Source: an optimization exercise on an open RTL-to-GDS flow (aim: small area, a short achievable clock period and few clock cycles per item). Production flows keep margins and buffers that such runs may drop.
Power figures rest on the tool's default switching activity, not on a simulated workload.

rev 12:
==> module cordic, before the edit <==
module cordic #(
    parameter int Width = 16
) (
    input  logic             clk_i,
    input  logic             rst_i,
    input  logic             start_cordic_i,
    input  logic [Width-1:0] x0_i,
    input  logic [Width-1:0] y0_i,
    input  logic [Width-1:0] z0_i,
    output logic [Width-1:0] xn_o,
    output logic [Width-1:0] yn_o,
    output logic [Width-1:0] zn_o,
    output logic             done_tick_cordic_o
);
  function automatic logic [15:0] atan(input logic [3:0] i);
    case (i)
      4'd0: atan = 16'h2D00;
      4'd1: atan = 16'h1A91;
      4'd2: atan = 16'h0E09;
      4'd3: atan = 16'h0720;
      4'd4: atan = 16'h0394;
      4'd5: atan = 16'h01CA;
      4'd6: atan = 16'h00E5;
      4'd7: atan = 16'h0073;
      4'd8: atan = 16'h0039;
      4'd9: atan = 16'h001D;
      4'd10: atan = 16'h000E;
      4'd11: atan = 16'h0007;
      4'd12: atan = 16'h0004;
      4'd13: atan = 16'h0002;
      4'd14: atan = 16'h0001;
      default: atan = 16'h0000;
    endcase
  endfunction
  logic [15:0] x_q, y_q, z_q;
  logic        busy_q;   
  logic        done_q;
  logic neg;
  assign neg = z_q[15];
  logic [15:0] xi, yi;   
  assign xi = x_q ^ {16{neg}};
  assign yi = y_q ^ {16{~neg}};
  logic [15:0] xs, ys, az;
  logic [14:0] it_q;   
  logic        last;
  assign last = it_q[14];
  always_comb begin
    xs = 16'd0;
    ys = 16'd0;
    az = 16'd0;
    for (int i = 0; i < 15; i++) begin
      xs = xs | ({16{it_q[i]}} & 16'($signed(xi) >>> i));
      ys = ys | ({16{it_q[i]}} & 16'($signed(yi) >>> i));
      az = az | ({16{it_q[i]}} & atan(i));
    end
  end
  logic [15:0] x_d, y_d, z_d, azi;
  logic        cx, cy, cz;
  assign cx  = ~neg & busy_q;
  assign cy  = neg & busy_q;
  assign cz  = ~neg & busy_q;
  assign azi = az ^ {16{~neg & busy_q}};
  logic [16:0] x_s;
  assign x_s = {x_q, 1'b1} + {ys, cx};
  assign x_d = x_s[16:1];
  logic [16:0] y_s;
  assign y_s = {y_q, 1'b1} + {xs, cy};
  assign y_d = y_s[16:1];
  logic [16:0] z_s;
  assign z_s = {z_q, 1'b1} + {azi, cz};
  assign z_d = z_s[16:1];
  always_ff @(posedge clk_i) begin
    if (start_cordic_i) begin
      x_q <= x0_i;
      y_q <= y0_i;
      z_q <= z0_i;
    end else begin
      x_q <= x_d;
      y_q <= y_d;
      z_q <= z_d;
    end
  end
  always_ff @(posedge clk_i, posedge rst_i) begin
    if (rst_i) begin
      it_q   <= 15'd0;
      busy_q <= 1'b0;
      done_q <= 1'b0;
    end else begin
      it_q   <= start_cordic_i ? 15'd1 : {it_q[13:0], 1'b0};
      busy_q <= start_cordic_i || (busy_q && !last);
      done_q <= busy_q && last && !start_cordic_i;
    end
  end
  assign xn_o = x_q;
  assign yn_o = y_q;
  assign zn_o = z_q;
  assign done_tick_cordic_o = done_q;
endmodule
Settings: LEC_CHECK=0, ABC_AREA=1, CAP_MARGIN=20, CORE_MARGIN=2, CORE_UTILIZATION=40, SETUP_SLACK_MARGIN=2.0, SLEW_MARGIN=20; clock period 5.5 ns.
run.sh (not shown) runs the stock make flow with config.mk's settings and CLKGATE_MAP_FILE= SYNTH_SCRIPT=/design/flow/synth_recipe.tcl, a recipe that flattens the netlist after the stock synthesis.
Rev 12 reached the final stage; the timing, design-rule and antenna checks on its layout passed.
Relative to rev 12, the following input files were edited for rev 13:
==> flow/design.v <==
module cordic #(
    parameter int Width = 16
) (
    input  logic             clk_i,
    input  logic             rst_i,
    input  logic             start_cordic_i,
    input  logic [Width-1:0] x0_i,
    input  logic [Width-1:0] y0_i,
    input  logic [Width-1:0] z0_i,
    output logic [Width-1:0] xn_o,
    output logic [Width-1:0] yn_o,
    output logic [Width-1:0] zn_o,
    output logic             done_tick_cordic_o
);
  function automatic logic [15:0] atan(input logic [3:0] i);
    case (i)
      4'd0: atan = 16'h2D00;
      4'd1: atan = 16'h1A91;
      4'd2: atan = 16'h0E09;
      4'd3: atan = 16'h0720;
      4'd4: atan = 16'h0394;
      4'd5: atan = 16'h01CA;
      4'd6: atan = 16'h00E5;
      4'd7: atan = 16'h0073;
      4'd8: atan = 16'h0039;
      4'd9: atan = 16'h001D;
      4'd10: atan = 16'h000E;
      4'd11: atan = 16'h0007;
      4'd12: atan = 16'h0004;
      4'd13: atan = 16'h0002;
      4'd14: atan = 16'h0001;
      default: atan = 16'h0000;
    endcase
  endfunction
  logic [15:0] x_q, y_q, z_q;
  logic        busy_q;   
  logic        done_q;
  logic neg;
  assign neg = z_q[15];
  logic [15:0] xi, yi;   
  assign xi = x_q ^ {16{neg}};
  assign yi = y_q ^ {16{~neg}};
  logic [15:0] xs, ys, az;
  logic [3:0] lo_q, hi_q;
  logic       last;
  assign last = hi_q[3] & lo_q[2];
  logic [15:0] xl, yl;
  always_comb begin
    xl = 16'd0;
    yl = 16'd0;
    for (int i = 0; i < 4; i++) begin
      xl = xl | ({16{lo_q[i]}} & 16'($signed(xi) >>> i));
      yl = yl | ({16{lo_q[i]}} & 16'($signed(yi) >>> i));
    end
    xs = 16'd0;
    ys = 16'd0;
    for (int i = 0; i < 4; i++) begin
      xs = xs | ({16{hi_q[i]}} & 16'($signed(xl) >>> (4 * i)));
      ys = ys | ({16{hi_q[i]}} & 16'($signed(yl) >>> (4 * i)));
    end
    az = 16'd0;
    for (int i = 0; i < 15; i++) begin
      az = az | ({16{hi_q[i/4] & lo_q[i%4]}} & atan(i));
    end
  end
  logic [15:0] x_d, y_d, z_d, azi;
  logic        cx, cy, cz;
  assign cx  = ~neg & busy_q;
  assign cy  = neg & busy_q;
  assign cz  = ~neg & busy_q;
  assign azi = az ^ {16{~neg & busy_q}};
  logic [16:0] x_s;
  assign x_s = {x_q, 1'b1} + {ys, cx};
  assign x_d = x_s[16:1];
  logic [16:0] y_s;
  assign y_s = {y_q, 1'b1} + {xs, cy};
  assign y_d = y_s[16:1];
  logic [16:0] z_s;
  assign z_s = {z_q, 1'b1} + {azi, cz};
  assign z_d = z_s[16:1];
  always_ff @(posedge clk_i) begin
    if (start_cordic_i) begin
      x_q <= x0_i;
      y_q <= y0_i;
      z_q <= z0_i;
    end else begin
      x_q <= x_d;
      y_q <= y_d;
      z_q <= z_d;
    end
  end
  always_ff @(posedge clk_i, posedge rst_i) begin
    if (rst_i) begin
      lo_q   <= 4'd0;
      hi_q   <= 4'd0;
      busy_q <= 1'b0;
      done_q <= 1'b0;
    end else begin
      if (start_cordic_i) begin
        lo_q <= 4'd1;
        hi_q <= 4'd1;
      end else if (last) begin
        lo_q <= 4'd0;
        hi_q <= 4'd0;
      end else begin
        lo_q <= {lo_q[2:0], lo_q[3]};
        if (lo_q[3]) hi_q <= {hi_q[2:0], 1'b0};
      end
      busy_q <= start_cordic_i || (busy_q && !last);
      done_q <= busy_q && last && !start_cordic_i;
    end
  end
  assign xn_o = x_q;
  assign yn_o = y_q;
  assign zn_o = z_q;
  assign done_tick_cordic_o = done_q;
endmodule
--- outcome ---
Rev 13 closes out successfully: all stages finished, all timing, DRC and antenna checks passed. Going from rev 12 to rev 13, final clock period utilization by the worst path rose by 0.41 points, reported net switching power fell by 310 uW, number of standard cells after synthesis fell by 129. Compared with rev 12, rev 13 shows well-tap cell count that has gone down by more than 10%. The synthesized cell area in rev 13 was lower than what rev 12 gave. Diff rev 12 -> rev 13: number of violations reported at the end of detailed-routing iteration 0 fell 252; post-synthesis sequential element count fell about 11%. Looking at die outline area across both flows, rev 13 is the stronger of the two, with rev 12 trailing. After synthesis and placement, the instance count of rev 13 is below that of rev 12. In the flow results for rev 12 and rev 13, the design area is larger on rev 12.
No functional check of the RTL was part of any run of this note.

cordic, a different RTL version from the one above (not shown whole).
For scale: ~1100 cells after synthesis, about 65 flip-flops, ~100 I/O pins, about 7100 sq um of cells after synthesis.
==> module cordic, before the edit <==
module cordic #(
    parameter int Width = 16
) (
    input  logic             clk_i,
    input  logic             rst_i,
    input  logic             start_cordic_i,
    input  logic [Width-1:0] x0_i,
    input  logic [Width-1:0] y0_i,
    input  logic [Width-1:0] z0_i,
    output logic [Width-1:0] xn_o,
    output logic [Width-1:0] yn_o,
    output logic [Width-1:0] zn_o,
    output logic             done_tick_cordic_o
);
  localparam logic [239:0] Atan = {
      16'h0001, 16'h0002, 16'h0004, 16'h0007, 16'h000E, 16'h001D, 16'h0039, 16'h0073,
      16'h00E5, 16'h01CA, 16'h0394, 16'h0720, 16'h0E09, 16'h1A91, 16'h2D00
  };
  logic [15:0] x_q, y_q, z_q;
  logic [14:0] it_q;   
  logic        done_q;
  logic        busy_q;   
  logic neg;
  assign neg = z_q[15];
  logic [15:0] xi, yi;   
  assign xi = x_q ^ {16{neg}};
  assign yi = y_q ^ {16{~neg}};
  logic [15:0] xs, ys, az;
  always_comb begin
    xs = 16'd0;
    ys = 16'd0;
    az = 16'd0;
    for (int i = 0; i < 15; i++) begin
      xs = xs | ({16{it_q[i]}} & 16'($signed(xi) >>> i));
      ys = ys | ({16{it_q[i]}} & 16'($signed(yi) >>> i));
      az = az | ({16{it_q[i]}} & Atan[16*i+:16]);
    end
  end
  logic [16:0] x_s, y_s, z_s;
  assign x_s = {x_q, 1'b1} + {ys, ~neg & busy_q};
  assign y_s = {y_q, 1'b1} + {xs, neg & busy_q};
  assign z_s = {z_q, 1'b1} + {az ^ {16{~neg}}, ~neg};
  always_ff @(posedge clk_i) begin
    if (start_cordic_i) begin
      x_q <= x0_i;
      y_q <= y0_i;
      z_q <= z0_i;
    end else begin
      x_q <= x_s[16:1];
      y_q <= y_s[16:1];
      z_q <= z_s[16:1];
    end
  end
  always_ff @(posedge clk_i, posedge rst_i) begin
    if (rst_i) begin
      it_q   <= 15'd0;
      busy_q <= 1'b0;
      done_q <= 1'b0;
    end else begin
      it_q   <= start_cordic_i ? 15'd1 : {it_q[13:0], 1'b0};
      busy_q <= start_cordic_i || (busy_q && !it_q[14]);
      done_q <= it_q[14] && !start_cordic_i;
    end
  end
  assign xn_o = x_q;
  assign yn_o = y_q;
  assign zn_o = z_q;
  assign done_tick_cordic_o = done_q;
endmodule
Settings: LEC_CHECK=0, ABC_AREA=1, CAP_MARGIN=20, CORE_MARGIN=2, CORE_UTILIZATION=40, SLEW_MARGIN=20; clock period 5.5 ns.
Rerun with:
==> flow/design.v (replaced) <==
module cordic #(
    parameter int Width = 16
) (
    input  logic             clk_i,
    input  logic             rst_i,
    input  logic             start_cordic_i,
    input  logic [Width-1:0] x0_i,
    input  logic [Width-1:0] y0_i,
    input  logic [Width-1:0] z0_i,
    output logic [Width-1:0] xn_o,
    output logic [Width-1:0] yn_o,
    output logic [Width-1:0] zn_o,
    output logic             done_tick_cordic_o
);
  localparam logic [239:0] Atan = {
      16'h0001, 16'h0002, 16'h0004, 16'h0007, 16'h000E, 16'h001D, 16'h0039, 16'h0073,
      16'h00E5, 16'h01CA, 16'h0394, 16'h0720, 16'h0E09, 16'h1A91, 16'h2D00
  };
  logic [15:0] x_q, y_q, z_q;
  logic [14:0] it_q;   
  logic        done_q;
  logic [15:0] xs, ys, az;
  always_comb begin
    xs = 16'd0;
    ys = 16'd0;
    az = 16'd0;
    for (int i = 0; i < 15; i++) begin
      xs = xs | ({16{it_q[i]}} & 16'($signed(x_q) >>> i));
      ys = ys | ({16{it_q[i]}} & 16'($signed(y_q) >>> i));
      az = az | ({16{it_q[i]}} & Atan[16*i+:16]);
    end
  end
  logic        neg;
  logic [16:0] x_s, y_s, z_s;
  assign neg = z_q[15];
  assign x_s = {x_q, 1'b1} + {ys ^ {16{~neg}}, ~neg};
  assign y_s = {y_q, 1'b1} + {xs ^ {16{neg}}, neg};
  assign z_s = {z_q, 1'b1} + {az ^ {16{~neg}}, ~neg};
  always_ff @(posedge clk_i) begin
    if (start_cordic_i) begin
      x_q <= x0_i;
      y_q <= y0_i;
      z_q <= z0_i;
    end else begin
      x_q <= x_s[16:1];
      y_q <= y_s[16:1];
      z_q <= z_s[16:1];
    end
  end
  always_ff @(posedge clk_i, posedge rst_i) begin
    if (rst_i) begin
      it_q   <= 15'd0;
      done_q <= 1'b0;
    end else begin
      it_q   <= start_cordic_i ? 15'd1 : {it_q[13:0], 1'b0};
      done_q <= it_q[14] && !start_cordic_i;
    end
  end
  assign xn_o = x_q;
  assign yn_o = y_q;
  assign zn_o = z_q;
  assign done_tick_cordic_o = done_q;
endmodule
=> Setup slack gains 130 ps; synthesized area falls by about 2.2%; critical path depth does not change; wire length falls by 7.3%; non-clock buffer count rises by 1; power falls by about 4%; global-route usage falls by 1.3 points; hold slack gains 190 ps; clock power falls by about 4.3%; first-iteration DRC count falls by about 50%; final area falls by 2.5%; core utilization falls by 0.55 points; cell count falls by about 3%.
Function was not checked in any run of this note: the RTL went through the layout flow alone.

==> re-timing with driven ports <==
Ports are ideal in the flow. The routed layouts listed here were re-timed in OpenROAD.
Step 1 assumes that a clkbuf_16 drives the clock port and a buf_2 every other input.
Step 2 moves the port delays by t, midway between the first and last clock arrival at a register: inputs arrive t later, outputs are due t later. That takes back most of the time a late clock gives input paths.
Three values: ideal ports, drivers, drivers and shift; two values: the first two.
run	t (ns)	setup WS [ns]	pins driven straight from the clock port
rev 12	0.388	2.180 / 2.180 / 2.180	1
rev 13	0.386	2.158 / 2.158 / 2.158	1
the first run of note 2	0.397	1.627 / 1.627 / 1.627	1
the second run of note 2	0.396	1.757 / 1.757 / 1.757	1
After both steps setup and hold are still met in every run listed.
